Context: an optimization exercise on an open-source flow, tuned for a short achievable clock period and few clock cycles. The choices shown serve that exercise and are no tape-out recipe.
The RTL was checked by simulation tests, not by an equivalence proof against the original design.
Power and IR drop assume default switching activity.

==> flow/design.v (excerpt) <==
module mips(input         clk, rst,
            input  [31:0] instrF, readdataM,
            output [31:0] pcF,
            output        memwriteM,
            output [31:0] alumultoutM, writedataM);
Size in the first run: ~14000 cells after synthesis, about 160 I/O pins, ~140000 sq um of cells after synthesis.
==> flow/config.mk <==
export PLATFORM = sky130hd
export DESIGN_NAME = mips
export DESIGN_NICKNAME = mips
export VERILOG_FILES = /design/flow/design.v
export SDC_FILE = /design/flow/constraint.sdc
export NUM_CORES = 8
export LEC_CHECK = 0
export CAP_MARGIN = 60
export CORE_MARGIN = 2
export CORE_UTILIZATION = 55
export PLACE_DENSITY = 0.75
export SETUP_SLACK_MARGIN = 5
export SLEW_MARGIN = 60
==> flow/constraint.sdc <==
create_clock -name core_clock -period 11.0 [get_ports {clk}]
set_input_delay 2.2000 -clock core_clock [delete_from_list [all_inputs] [get_ports {clk}]]
set_output_delay 2.2000 -clock core_clock [all_outputs]
set_load 0.01 [all_outputs]
standard.sh (not shown) runs the stock make flow with config.mk's settings and CLKGATE_MAP_FILE= SYNTH_SCRIPT=/design/flow/synth_recipe.tcl, a recipe that flattens the netlist after the stock synthesis.
==> flow/flow/run.sh <==
#!/bin/bash
# Layout flow: the standard ORFS flow (standard.sh), with the standard synthesis
# unchanged and two changes to the steps after it:
#  - every input and output port gets a sky130_fd_sc_hd__buf_4 (buffer_ports would
#    otherwise pick a slow delay buffer);
#  - the clkdlybuf4s* delay buffers are left out of the cells the repair steps may add.
# Each step's full output goes to a log file of its own in this folder.
set -euo pipefail
bash standard.sh synth > synth.log 2>&1
export DONT_USE_CELLS="sky130_fd_sc_hd__clkdlybuf4s15_1 sky130_fd_sc_hd__clkdlybuf4s15_2 sky130_fd_sc_hd__clkdlybuf4s18_1 sky130_fd_sc_hd__clkdlybuf4s18_2 sky130_fd_sc_hd__clkdlybuf4s25_1 sky130_fd_sc_hd__clkdlybuf4s25_2 sky130_fd_sc_hd__clkdlybuf4s50_1 sky130_fd_sc_hd__clkdlybuf4s50_2"
export BUFFER_PORTS_ARGS="-buffer_cell sky130_fd_sc_hd__buf_4"
bash standard.sh floorplan > floorplan.log 2>&1
bash standard.sh place > place.log 2>&1
bash standard.sh cts > cts.log 2>&1
bash standard.sh route > route.log 2>&1
bash standard.sh finish > finish.log 2>&1
Testbench counts at the start, summed over its fixed seeds: cycles 104,768.
Rerun with:
Settings changed: CORE_UTILIZATION 55 to 40, PLACE_DENSITY 0.75 to 0.6.
Worst setup slack improved by 0.13 ns.
Die area rose by 37%.
Maximum frequency rose by about 3%.
Hold slack improved by 0.016 ns.
Combinational power is about the same.

---

mips again, from the RTL that the note above started with.
==> flow/config.mk <==
export PLATFORM = sky130hd
export DESIGN_NAME = mips
export DESIGN_NICKNAME = mips
export VERILOG_FILES = /design/flow/design.v
export SDC_FILE = /design/flow/constraint.sdc
export NUM_CORES = 8
export LEC_CHECK = 0
export CAP_MARGIN = 70
export CORE_MARGIN = 2
export CORE_UTILIZATION = 40
export PLACE_DENSITY = 0.6
export SETUP_SLACK_MARGIN = 5
export SLEW_MARGIN = 70
==> flow/constraint.sdc <==
create_clock -name core_clock -period 11.0 [get_ports {clk}]
set_input_delay 2.2000 -clock core_clock [delete_from_list [all_inputs] [get_ports {clk}]]
set_output_delay 2.2000 -clock core_clock [all_outputs]
set_load 0.01 [all_outputs]
Scripts as last shown in full above: flow/flow/run.sh
Testbench counts at the start, summed over its fixed seeds: cycles 104,768.
Edit:
--- a/flow/config.mk
+++ b/flow/config.mk
@@ -6,8 +6,8 @@
 export NUM_CORES = 8
 export LEC_CHECK = 0
-export CAP_MARGIN = 70
+export CAP_MARGIN = 60
 export CORE_MARGIN = 2
-export CORE_UTILIZATION = 40
-export PLACE_DENSITY = 0.6
+export CORE_UTILIZATION = 45
+export PLACE_DENSITY = 0.7
 export SETUP_SLACK_MARGIN = 5
-export SLEW_MARGIN = 70
+export SLEW_MARGIN = 60
=>
- total power drops by 2.3%
- design area drops by 3.5%
- via count climbs by 0.52%
- clock-buffer cell count drops by 35
- setup slack got worse by 0.17 ns
- wire length drops by 4.2%
- fmax drops by 3.9%
- combinational power drops by 4.4%
- sequential cell count does not change
- worst hold slack improved by 0.020 ns
- synthesized cell count stays the same

## static timing again, ports no longer ideal
The results above use ideal ports. As a check the final layouts listed here were re-extracted and re-timed, cells and wires unchanged. Step 1: set_driving_cell puts a clkbuf_16 on clk and a buf_2 on each other input, an assumption about the parent block. Step 2 moves the port delays by t, midway between the first and last clock arrival at a register: inputs arrive t later, outputs are due t later. That takes back most of the time a late clock gives input paths. a / b / c = no drivers / after step 1 / after step 2; a / b = the first two.
| run | shift t [ns] | setup slack, ns | clock arrival spread, ns | worst data-port slew with drivers (ns) | cell pins on the clock port's net |
|---|---|---|---|---|---|
| the first run of note 1 | 1.065 | 6.709 / 6.709 / 6.357 | 0.109 / 0.109 | 0.15 | 1 |
| the second run of note 1 | 1.050 | 6.837 / 6.837 / 6.521 | 0.124 / 0.125 | 0.21 | 1 |
| the first run of note 2 | 1.058 | 6.770 / 6.770 / 6.050 | 0.116 / 0.117 | 0.19 | 1 |
| the second run of note 2 | 1.030 | 6.597 / 6.597 / 6.450 | 0.123 / 0.122 | 0.21 | 1 |
After both steps every run listed still meets setup and hold. The setup slack of the first run of note 2, which loses most, moves by 0.000 ns with the drivers and by -0.720 ns with both steps.
